What follows belongs to an exercise in optimizing a design on an open flow for small area, a short achievable clock period and few clock cycles per item; a production flow would make more cautious choices.
Power and IR drop assume default switching activity.

Design assignment, start of the top module:
module assignment (
    input logic clk,
    input logic NRST,
    input logic start,
    input logic [10:0] A,
    input logic [10:0] B,
    output logic [20:0] result,
    output logic ready
);
clock: 12.5 ns
lec_check: 0
cap_margin: 20
core_margin: 2
core_utilization: 40
slew_margin: 20
synth_hierarchical: 1
synth_minimum_keep_size: 0
standard.sh (not shown) runs the stock make flow with config.mk's settings and CLKGATE_MAP_FILE= SYNTH_SCRIPT=/design/flow/synth_recipe.tcl, a recipe that flattens the netlist after the stock synthesis.
==> flow/flow/run.sh <==
#!/bin/bash
# The standard layout (the standard.sh: ORFS synthesis to final layout),
# with smaller port buffers and no clock-tree dummy loads.
set -euo pipefail
export BUFFER_PORTS_ARGS="-buffer_cell ${PORT_BUF:-sky130_fd_sc_hd__buf_1}"
export CTS_ARGS="-sink_clustering_enable -repair_clock_nets -dont_use_dummy_load"
bash standard.sh > standard.log 2>&1
Next try:
--- a/flow/design.v
+++ b/flow/design.v
@@ -505,24 +505,24 @@
     logic [4:0] blk2;
     assign blk2 = ~({1'b0, row0[16:13]} + {1'b0, row1[16:13]} + 5'd1);
     logic [4:0] blk3;
     assign blk3 = ~({1'b0, row0[20:17]} + {1'b0, row1[20:17]} + 5'd1);
     logic [20:0] sum_q;
     logic [2:0] gen_q;
-    logic [2:1] prop_q;
     always_ff @(posedge clk) begin
         sum_q[7:0] <= blk0[7:0];
         gen_q[0] <= blk0[8];
         sum_q[12:8] <= blk1[4:0];
         gen_q[1] <= blk1[5];
-        prop_q[1] <= &blk1[4:0];
         sum_q[16:13] <= blk2[3:0];
         gen_q[2] <= blk2[4];
-        prop_q[2] <= &blk2[3:0];
         sum_q[20:17] <= blk3[3:0];
     end
+    logic [2:1] prop_q;
+    assign prop_q[1] = &sum_q[12:8];
+    assign prop_q[2] = &sum_q[16:13];
     logic [3:1] cin;
     assign cin[1] = gen_q[0];
     assign cin[2] = gen_q[1] | (prop_q[1] & cin[1]);
     assign cin[3] = gen_q[2] | (prop_q[2] & cin[2]);
     assign result[7:0] = sum_q[7:0];
     assign result[8] = sum_q[8] ^ cin[1];
Outcome:
- final area decreases by 0.65%
- routed wire length is lower by 2.1%
- core utilization hardly moves
- register-to-register slack gets better by 170 ps
- sequential power is about the same
- count of clock-buffer cells in the layout stays the same
- setup slack loses 110 ps
- area after synthesis fell by 1.2%
- final cell count came out lower by 1.5%
- via count is lower by 3.0%
Function was not checked in any run of this note: the RTL went through the layout flow alone.

========
== blue ==
Another version of the RTL of assignment (not shown whole).
For scale: ~47 flip-flops, about 47 I/O pins, about 4400 um^2 of cells after synthesis.
Settings: LEC_CHECK=0, CAP_MARGIN=20, CORE_MARGIN=2, CORE_UTILIZATION=40, SLEW_MARGIN=20, SYNTH_HIERARCHICAL=1, SYNTH_MINIMUM_KEEP_SIZE=0; clock period 12.5 ns.
==> flow/flow/run.sh <==
#!/bin/bash
# The standard layout (the standard.sh: ORFS synthesis to final layout),
# with smaller port buffers and no clock-tree dummy loads.
set -euo pipefail
export BUFFER_PORTS_ARGS="-buffer_cell ${PORT_BUF:-sky130_fd_sc_hd__buf_1}"
export CTS_ARGS="-sink_clustering_enable -repair_clock_nets -dont_use_dummy_load -buf_list sky130_fd_sc_hd__clkbuf_8"
bash standard.sh > standard.log 2>&1
blue | status: complete | timing, DRC, antenna: pass
Input-level comparison between green and blue:
-- flow/design.v --
<<< blue, line 518
    logic [20:0] sum_q;
    logic [2:0] gen_q;
    always_ff @(posedge clk) begin
        sum_q[7:0] <= blk0[7:0];
>>> green, line 518
    logic [20:0] sum_q;
    logic [2:0] gen_q;
    logic [2:1] prop_q;
    always_ff @(posedge clk) begin
        sum_q[7:0] <= blk0[7:0];
<<< blue, line 523
        sum_q[12:8] <= blk1[4:0];
        gen_q[1] <= blk1[5];
        sum_q[16:13] <= blk2[3:0];
        gen_q[2] <= blk2[4];
        sum_q[20:17] <= blk3[3:0];
    end
    logic [2:1] prop_q;
    assign prop_q[1] = &sum_q[12:8];
    assign prop_q[2] = &sum_q[16:13];
    logic [3:1] cin;
    assign cin[1] = gen_q[0];
>>> green, line 524
        sum_q[12:8] <= blk1[4:0];
        gen_q[1] <= blk1[5];
        prop_q[1] <= &blk1[4:0];
        sum_q[16:13] <= blk2[3:0];
        gen_q[2] <= blk2[4];
        prop_q[2] <= &blk2[3:0];
        sum_q[20:17] <= blk3[3:0];
    end
    logic [3:1] cin;
    assign cin[1] = gen_q[0];
Results
- The growth of design area from synthesis to finish on blue is in line with that on green.
- Going from blue to green, net switching power grew by a little under 10%.
- Delta(post-layout instance area, green - blue) > 0
- The buffering overhead of green and that of blue are within noise of each other.
- The non-filler instance count after layout was comparable across blue and green.
- Final routed wirelength across all metal layers (higher): blue
- Final clock skew is lower on blue
- Diff green..blue | aggregate negative setup slack | unchanged
- Going from blue to green, share of the cycle needed by the critical path after routing shrinks by 0.60 points.
No functional check of the RTL was part of any run of this note.

========
== cedar ==
Another version of the RTL of assignment (not shown whole).
For scale: about 54 flip-flops, roughly 47 I/O pins, roughly 4700 µm² of cells after synthesis.
==> flow/config.mk <==
export PLATFORM = sky130hd
export DESIGN_NAME = assignment
export DESIGN_NICKNAME = assignment
export VERILOG_FILES = /design/flow/design.v
export SDC_FILE = /design/flow/constraint.sdc
export NUM_CORES = 4
export LEC_CHECK = 0
export CAP_MARGIN = 20
export CORE_MARGIN = 2
export CORE_UTILIZATION = 65
export SLEW_MARGIN = 20
export SYNTH_HIERARCHICAL = 1
export SYNTH_MINIMUM_KEEP_SIZE = 0
==> flow/constraint.sdc <==
create_clock -name core_clock -period 12.5 [get_ports {clk}]
set_input_delay 2.5000 -clock core_clock [delete_from_list [all_inputs] [get_ports {clk}]]
set_output_delay 2.5000 -clock core_clock [all_outputs]
set_load 0.01 [all_outputs]
Scripts as last shown in full above: flow/flow/run.sh
The inputs of onyx differ from those of cedar as listed below.
diff --git a/flow/design.v b/flow/design.v
--- a/flow/design.v
+++ b/flow/design.v
@@ -516,35 +516,38 @@
     logic [5:0] blk1;
     assign blk1 = ~({1'b0, row0[12:8]} + {1'b0, row1[12:8]} + 6'd1);
     logic [4:0] blk2;
     assign blk2 = ~({1'b0, row0[16:13]} + {1'b0, row1[16:13]} + 5'd1);
     logic [4:0] blk3;
     assign blk3 = ~({1'b0, row0[20:17]} + {1'b0, row1[20:17]} + 5'd1);
     logic [20:0] sum_q;
     logic [2:0] gen_q;
     logic [2:1] prop_q;
+    logic pre_cin2, cin_q2;
     logic pre_cin3, cin_q3;
+    assign pre_cin2 = (blk0[8] & (&(row0[12:8] ^ row1[12:8]))) | blk1[5];
     assign pre_cin3 = (blk0[8] & (&(row0[12:8] ^ row1[12:8])) & (&(row0[16:13] ^ row1[16:13]))) | (blk1[5] & (&(row0[16:13] ^ row1[16:13]))) | blk2[4];
     always_ff @(posedge clk) begin
+        cin_q2 <= pre_cin2;
         cin_q3 <= pre_cin3;
         sum_q[7:0] <= blk0[7:0];
         gen_q[0] <= blk0[8];
         sum_q[12:8] <= blk1[4:0];
         gen_q[1] <= blk1[5];
         prop_q[1] <= &(row0[12:8] ^ row1[12:8]);
         sum_q[16:13] <= blk2[3:0];
         gen_q[2] <= blk2[4];
         prop_q[2] <= &(row0[16:13] ^ row1[16:13]);
         sum_q[20:17] <= blk3[3:0];
     end
     logic [3:1] cin;
     assign cin[1] = gen_q[0];
-    assign cin[2] = (gen_q[0] & prop_q[1]) | gen_q[1];
+    assign cin[2] = cin_q2;
     assign cin[3] = cin_q3;
     assign result[7:0] = sum_q[7:0];
     assign result[12:8] = sum_q[12:8] + 5'(cin[1]);
     assign result[16:13] = sum_q[16:13] + 4'(cin[2]);
     assign result[20:17] = sum_q[20:17] + 4'(cin[3]);
     always_ff @(posedge clk or negedge NRST) begin
         if (!NRST) begin
             busy  <= 1'b0;
             ready <= 1'b0;
[summary]
onyx against cedar: critical path buffer and inverter count decreased by 1 relative to the old numbers; clock buffer and inverter area fraction after layout did not really move. [onyx vs cedar] wire length of the first global-routing pass: higher in onyx. As of onyx, synthesized area per cell had fallen slightly compared to cedar. Fraction of registers with async set/reset: onyx vs cedar, no meaningful difference. Utilization cedar -> onyx: down. Between cedar and onyx, worst setup slack is higher for cedar, onyx comes in under that. onyx vs cedar, relative contribution of combinational cells to total power went up by 0.2 points. Est. power | onyx vs cedar | onyx lower. a_value[2] as the timing startpoint of the critical path was reported by cedar, and a_value[3] by onyx.
Function was not checked in any run of this note: the RTL went through the layout flow alone.

========
Another version of the RTL of assignment (not shown whole).
Size: ~400 cells after synthesis, about 49 flip-flops, about 4400 sq um of cells after synthesis.
clock: 12.5 ns
lec_check: 0
cap_margin: 20
core_margin: 2
core_utilization: 40
slew_margin: 20
synth_hierarchical: 1
synth_minimum_keep_size: 0
Scripts as last shown in full above: flow/flow/run.sh
Rerun with:
--- a/flow/design.v
+++ b/flow/design.v
@@ -491,50 +491,50 @@
     fa_cell u_fa64 (.a(c74), .b(c112), .ci(s113), .s(s145), .co(c146));
     fa_cell u_fa65 (.a(s81), .b(s115), .ci(c114), .s(s147), .co(c148));
     fa_cell u_fa66 (.a(c82), .b(s117), .ci(c116), .s(s149), .co(c150));
     fa_cell u_fa67 (.a(c86), .b(s119), .ci(c118), .s(s151), .co(c152));
     fa_cell u_fa68 (.a(s93), .b(s121), .ci(c120), .s(s153), .co(c154));
     fa_cell u_fa69 (.a(c94), .b(s123), .ci(c122), .s(s155), .co(c156));
     fa_cell u_fa70 (.a(c96), .b(s125), .ci(c124), .s(s157), .co(c158));
     fa_cell u_fa71 (.a(pp_10_8), .b(pp_9_9), .ci(c126), .s(s159), .co(c160));
     assign row0 = {1'b1, pp_10_9, s159, s157, s155, s153, s151, c148, c146, c144, c142, c140, c138, c136, c134, c132, c130, c128, pp_2_0, pp_0_1, pp_0_0};
     assign row1 = {1'b1, c160, c158, c156, c154, c152, c150, s149, s147, s145, s143, s141, s139, s137, s135, s133, s131, s129, s127, pp_1_0, 1'b1};
     logic [8:0] blk0;
     assign blk0 = ~({1'b0, row0[7:0]} + {1'b0, row1[7:0]} + 9'd1);
-    logic [4:0] blk1;
-    assign blk1 = ~({1'b0, row0[11:8]} + {1'b0, row1[11:8]} + 5'd1);
+    logic [5:0] blk1;
+    assign blk1 = ~({1'b0, row0[12:8]} + {1'b0, row1[12:8]} + 6'd1);
     logic [4:0] blk2;
-    assign blk2 = ~({1'b0, row0[15:12]} + {1'b0, row1[15:12]} + 5'd1);
-    logic [5:0] blk3;
-    assign blk3 = ~({1'b0, row0[20:16]} + {1'b0, row1[20:16]} + 6'd1);
+    assign blk2 = ~({1'b0, row0[16:13]} + {1'b0, row1[16:13]} + 5'd1);
+    logic [4:0] blk3;
+    assign blk3 = ~({1'b0, row0[20:17]} + {1'b0, row1[20:17]} + 5'd1);
     logic [20:0] sum_q;
     logic [2:0] gen_q;
     logic [2:1] prop_q;
     always_ff @(posedge clk) begin
         sum_q[7:0] <= blk0[7:0];
         gen_q[0] <= blk0[8];
-        sum_q[11:8] <= blk1[3:0];
-        gen_q[1] <= blk1[4];
-        prop_q[1] <= &(row0[11:8] ^ row1[11:8]);
-        sum_q[15:12] <= blk2[3:0];
+        sum_q[12:8] <= blk1[4:0];
+        gen_q[1] <= blk1[5];
+        prop_q[1] <= &(row0[12:8] ^ row1[12:8]);
+        sum_q[16:13] <= blk2[3:0];
         gen_q[2] <= blk2[4];
-        prop_q[2] <= &(row0[15:12] ^ row1[15:12]);
-        sum_q[20:16] <= blk3[4:0];
+        prop_q[2] <= &(row0[16:13] ^ row1[16:13]);
+        sum_q[20:17] <= blk3[3:0];
     end
     logic [3:1] cin;
     assign cin[1] = gen_q[0];
     assign cin[2] = (gen_q[0] & prop_q[1]) | gen_q[1];
     assign cin[3] = (gen_q[0] & prop_q[1] & prop_q[2]) | (gen_q[1] & prop_q[2]) | gen_q[2];
     assign result[7:0] = sum_q[7:0];
-    assign result[11:8] = sum_q[11:8] + 4'(cin[1]);
-    assign result[15:12] = sum_q[15:12] + 4'(cin[2]);
-    assign result[20:16] = sum_q[20:16] + 5'(cin[3]);
+    assign result[12:8] = sum_q[12:8] + 5'(cin[1]);
+    assign result[16:13] = sum_q[16:13] + 4'(cin[2]);
+    assign result[20:17] = sum_q[20:17] + 4'(cin[3]);
     always_ff @(posedge clk or negedge NRST) begin
         if (!NRST) begin
             busy  <= 1'b0;
             ready <= 1'b0;
         end else begin
             busy  <= accept;
             ready <= busy | (ready & ~start);
         end
     end
 endmodule
Result:
- routed wire length grows by 2.6%
- setup slack is better by 0.084 ns
- via count grows by 2.1%
- clock skew grows by 0.0048 ns
- maximum frequency grows by about 2%
- power grows by 3.2%
No run of this note included a check of the RTL's function; only the layout flow was run.

==> what the ideal ports hide <==
Ports are ideal in the flow. The routed layouts listed here were re-timed in OpenROAD. Step 1 (the two cells are an assumption about what drives the block):
set clk [get_ports {clk}]
set_driving_cell -lib_cell sky130_fd_sc_hd__clkbuf_16 $clk
set_driving_cell -lib_cell sky130_fd_sc_hd__buf_2 [delete_from_list [all_inputs] $clk]
Step 2 moves the port delays by t, midway between the first and last clock arrival at a register: inputs arrive t later, outputs are due t later. That takes back most of the time a late clock gives input paths. Slacks: no drivers / after step 1 / after step 2; pairs: no drivers / after step 1.
run | t (ns) | setup WS [ns] | hold WS [ns] | latest minus earliest clock arrival (ns)
the first run of note 1 | 0.321 | 8.262 / 8.262 / 8.116 | 0.456 / 0.456 / 0.456 | 0.021 / 0.022
the second run of note 1 | 0.322 | 8.151 / 8.112 / 8.331 | 0.488 / 0.488 / 0.488 | 0.020 / 0.021
blue | 0.318 | 8.197 / 8.167 / 8.479 | 0.467 / 0.467 / 0.467 | 0.017 / 0.018
green | 0.329 | 8.272 / 8.272 / 8.272 | 0.466 / 0.466 / 0.466 | 0.035 / 0.035
cedar | 0.329 | 8.506 / 8.489 / 8.467 | 0.516 / 0.516 / 0.516 | 0.026 / 0.026
onyx | 0.338 | 8.490 / 8.490 / 8.417 | 0.491 / 0.491 / 0.491 | 0.024 / 0.024
the first run of note 4 | 0.330 | 8.191 / 8.157 / 8.020 | 0.474 / 0.474 / 0.474 | 0.028 / 0.028
the second run of note 4 | 0.328 | 8.275 / 8.243 / 8.109 | 0.461 / 0.461 / 0.461 | 0.033 / 0.033
After both steps setup and hold are still met in every run listed. For the first run of note 4, which loses most, drivers alone change the setup slack by -0.034 ns; drivers and shift together by -0.171 ns.
